Context: an optimization exercise on an open-source flow, tuned for small area, a short achievable clock period and few clock cycles. The choices shown serve that exercise and are no tape-out recipe. RTL that was checked went through simulation tests only; none was proved equivalent to the original. No activity file was given, so power comes from the tool's default toggle rates.

== main ==
==> module Core, before the edit <==
module Core (
    clk,
    rst,
    init_PC,
    imem_addr,
    imem_rdata,
    dmem_addr,
    dmem_we,
    dmem_wdata,
    dmem_rdata,
    halted
);
input clk;
input rst;
input [7:0] init_PC;
output [7:0] imem_addr;
input [11:0] imem_rdata;
output [7:0] dmem_addr;
output dmem_we;
output [7:0] dmem_wdata;
input [7:0] dmem_rdata;
output reg halted;
reg [7:0] sa;        
reg kill;            
reg [7:0] imm;       
reg pend;            
reg z, n;
reg [3:0] cnt;       
reg [7:0] s0, s1;
reg [7:0] below;     
reg e_pushi;         
reg e_ldp;           
reg e_ldl;           
reg e_pop;           
reg e_st;
reg e_alu;
reg e_sub;
reg e_jmp, e_jz, e_jn;   
wire e_ld = e_ldp | e_ldl;
wire e_push = e_pushi | e_ld;    
wire ex_taken = e_jmp | (e_jz & z) | (e_jn & n);
reg port_x;          
assign imem_addr = sa;
assign dmem_addr = port_x ? imm : imem_rdata[7:0];
assign dmem_we = e_st;
assign dmem_wdata = s0;
wire [3:0] rop = imem_rdata[11:8];
wire r_halt = rop[3];
wire r_jmp = (rop == 4'd3);
wire r_jz = (rop == 4'd4);
wire r_jn = (rop == 4'd5);
wire capture = ~kill & ~halted & ~ex_taken & ~e_ldl;
wire early_res = e_pushi & (r_jmp | r_jz | r_jn);
wire early_taken = e_pushi & (r_jmp | (r_jz & z) | (r_jn & n));
wire late = capture & (rop == 4'd1) & port_x;
wire nv = capture & ~r_halt;
wire n_full = e_push ? (cnt == 4'd7) : ((e_pop | e_alu) ? 1'b0 : cnt[3]);
wire [7:0] sa_inc = sa + 8'd1;
wire [7:0] s1_next = e_push ? s0 : ((e_pop | e_alu) ? below : s1);
reg [7:0] alu_b;     
wire [7:0] alu_r = s0 + alu_b + {7'd0, e_sub};
wire [7:0] cz = {s0[6:0] | s1[6:0], 1'b0};
wire z_add = &((s0 ^ s1) ~^ cz);
wire z_sub = (s0 == s1);
always @(posedge clk) begin
    if (rst) begin
        sa <= init_PC;
        kill <= 1'b1;
        pend <= 1'b0;
        halted <= 1'b0;
        z <= 1'b0;
        n <= 1'b0;
        cnt <= 4'd0;
        s0 <= 8'd0;
        s1 <= 8'd0;
        e_pushi <= 1'b0;
        e_ldp <= 1'b0;
        e_ldl <= 1'b0;
        e_pop <= 1'b0;
        e_st <= 1'b0;
        e_alu <= 1'b0;
        e_jmp <= 1'b0;
        e_jz <= 1'b0;
        e_jn <= 1'b0;
        port_x <= 1'b0;
    end else begin
        kill <= ex_taken | early_taken | late;
        sa <= ({8{ex_taken}} & s0) | ({8{early_taken}} & imm) |
              ({8{late}} & sa) | ({8{~(ex_taken | early_taken | late)}} & sa_inc);
        if (capture & r_halt)
            halted <= 1'b1;
        pend <= e_ldl;
        e_pushi <= nv & (rop == 4'd0) & ~n_full;
        e_ldp <= nv & (rop == 4'd1) & ~n_full & ~port_x;
        e_ldl <= nv & (rop == 4'd1) & ~n_full & port_x;
        e_pop <= nv & ((rop[3:1] == 3'b001) | (rop[3:1] == 3'b010));
        e_st <= nv & (rop == 4'd2);
        port_x <= nv & ((rop == 4'd2) | ((rop == 4'd1) & ~n_full & port_x));
        e_alu <= nv & (rop[3:1] == 3'b011);
        e_jmp <= nv & ~early_res & (rop == 4'd3);
        e_jz <= nv & ~early_res & (rop == 4'd4);
        e_jn <= nv & ~early_res & (rop == 4'd5);
        if (e_push)
            cnt <= cnt + 4'd1;
        else if (e_pop & (cnt != 4'd0))
            cnt <= cnt - 4'd1;
        else if (e_alu & (cnt != 4'd1))
            cnt <= (cnt == 4'd0) ? 4'd1 : cnt - 4'd1;
        if (e_pushi)
            s0 <= imm;
        else if (e_pop)
            s0 <= s1;
        else if (e_alu)
            s0 <= alu_r;
        else if (e_ld | pend)
            s0 <= dmem_rdata;
        s1 <= s1_next;
        if (e_alu) begin
            z <= e_sub ? z_sub : z_add;
            n <= alu_r[7];
        end
    end
end
always @(posedge clk) begin
    imm <= imem_rdata[7:0];
    e_sub <= (rop == 4'd7);
    alu_b <= (rop == 4'd7) ? ~s1_next : s1_next;
end
reg [7:0] f0, f1, f2, f3, f4, f5;
always @(posedge clk) begin
    if (e_push) begin
        case (cnt)
            4'd2: f0 <= s1;
            4'd3: f1 <= s1;
            4'd4: f2 <= s1;
            4'd5: f3 <= s1;
            4'd6: f4 <= s1;
            4'd7: f5 <= s1;
            default: ;
        endcase
    end
end
always @(*) begin
    case (cnt)
        4'd3: below = f0;
        4'd4: below = f1;
        4'd5: below = f2;
        4'd6: below = f3;
        4'd7: below = f4;
        4'd8: below = f5;
        default: below = 8'd0;
    endcase
end
endmodule
export LEC_CHECK = 0
export ABC_CLOCK_PERIOD_IN_PS = 1900
export CAP_MARGIN = 20
export CORE_MARGIN = 2
export CORE_UTILIZATION = 60
export CTS_BUF_LIST = sky130_fd_sc_hd__clkbuf_4 sky130_fd_sc_hd__clkbuf_8
export SETUP_SLACK_MARGIN = 1.9
export SLEW_MARGIN = 20
create_clock -name core_clock -period 4.0 [get_ports {clk}]
standard.sh (not shown) runs the stock make flow with config.mk's settings and CLKGATE_MAP_FILE= SYNTH_SCRIPT=/design/flow/synth_recipe.tcl, a recipe that flattens the netlist after the stock synthesis.
==> flow/flow/run.sh <==
#!/bin/bash
# The standard layout (the standard.sh), except that the port buffers
# are sky130_fd_sc_hd__buf_1 cells rather than the delay buffers that
# buffer_ports picks by default. make's full output goes to standard.log;
# ORFS keeps each step's own log under orfs/logs/.
set -euo pipefail
export BUFFER_PORTS_ARGS="-buffer_cell sky130_fd_sc_hd__buf_1"
bash standard.sh > standard.log 2>&1
main: flow completed, timing, DRC and antenna clean
Input-level comparison between the feature branch and main:
diff --git a/flow/design.v b/flow/design.v
--- a/flow/design.v
+++ b/flow/design.v
@@ -55,10 +55,9 @@
 wire late = capture & (rop == 4'd1) & port_x;
 wire nv = capture & ~r_halt;
 wire n_full = e_push ? (cnt == 4'd7) : ((e_pop | e_alu) ? 1'b0 : cnt[3]);
 wire [7:0] sa_inc = sa + 8'd1;
-wire [7:0] s1_next = e_push ? s0 : ((e_pop | e_alu) ? below : s1);
-reg [7:0] alu_b;     
+wire [7:0] alu_b = e_sub ? ~s1 : s1;
 wire [7:0] alu_r = s0 + alu_b + {7'd0, e_sub};
 wire [7:0] cz = {s0[6:0] | s1[6:0], 1'b0};
 wire z_add = &((s0 ^ s1) ~^ cz);
 wire z_sub = (s0 == s1);
@@ -113,9 +112,12 @@
         else if (e_alu)
             s0 <= alu_r;
         else if (e_ld | pend)
             s0 <= dmem_rdata;
-        s1 <= s1_next;
+        if (e_push)
+            s1 <= s0;
+        else if (e_pop | e_alu)
+            s1 <= below;
         if (e_alu) begin
             z <= e_sub ? z_sub : z_add;
             n <= alu_r[7];
         end
@@ -123,9 +125,8 @@
 end
 always @(posedge clk) begin
     imm <= imem_rdata[7:0];
     e_sub <= (rop == 4'd7);
-    alu_b <= (rop == 4'd7) ? ~s1_next : s1_next;
 end
 reg [7:0] f0, f1, f2, f3, f4, f5;
 always @(posedge clk) begin
     if (e_push) begin
Notes after the runs:
Compared main against the feature branch; combinational fraction of design power within noise. Mean instance size in the synthesized netlist of main is on par with the feature branch. The feature branch vs. main: portion of the post-synthesis area used by sequential elements saw a decrease; non-clock buffer count now sits higher; cell area after layout -about 0.8%; global-route wire length before repair went down.
Testbench counts of the feature branch, summed over its fixed seeds: cycles 36,554.
Only the layout flow was run in main; the RTL was not checked for function there.

## static timing again, ports no longer ideal
The results above use ideal ports. As a check the final layouts listed here were re-extracted and re-timed, cells and wires unchanged. Step 1: set_driving_cell puts a clkbuf_16 on clk and a buf_2 on each other input, an assumption about the parent block. Step 2 moves the port delays by t, midway between the first and last clock arrival at a register: inputs arrive t later, outputs are due t later. That takes back most of the time a late clock gives input paths. Three values: ideal ports, drivers, drivers and shift; two values: the first two.
| run | t (ns) | setup slack, ns | hold WS [ns] | clock arrival spread, ns |
|---|---|---|---|---|
| main | 0.417 | 1.868 / 1.833 / 1.636 | 0.512 / 0.499 / 0.521 | 0.016 / 0.015 |
| the feature branch | 0.391 | 1.914 / 1.884 / 1.566 | 0.505 / 0.505 / 0.505 | 0.012 / 0.012 |
After both steps every run listed still meets setup and hold. For the feature branch, which loses most, drivers alone change the setup slack by -0.030 ns; drivers and shift together by -0.348 ns.
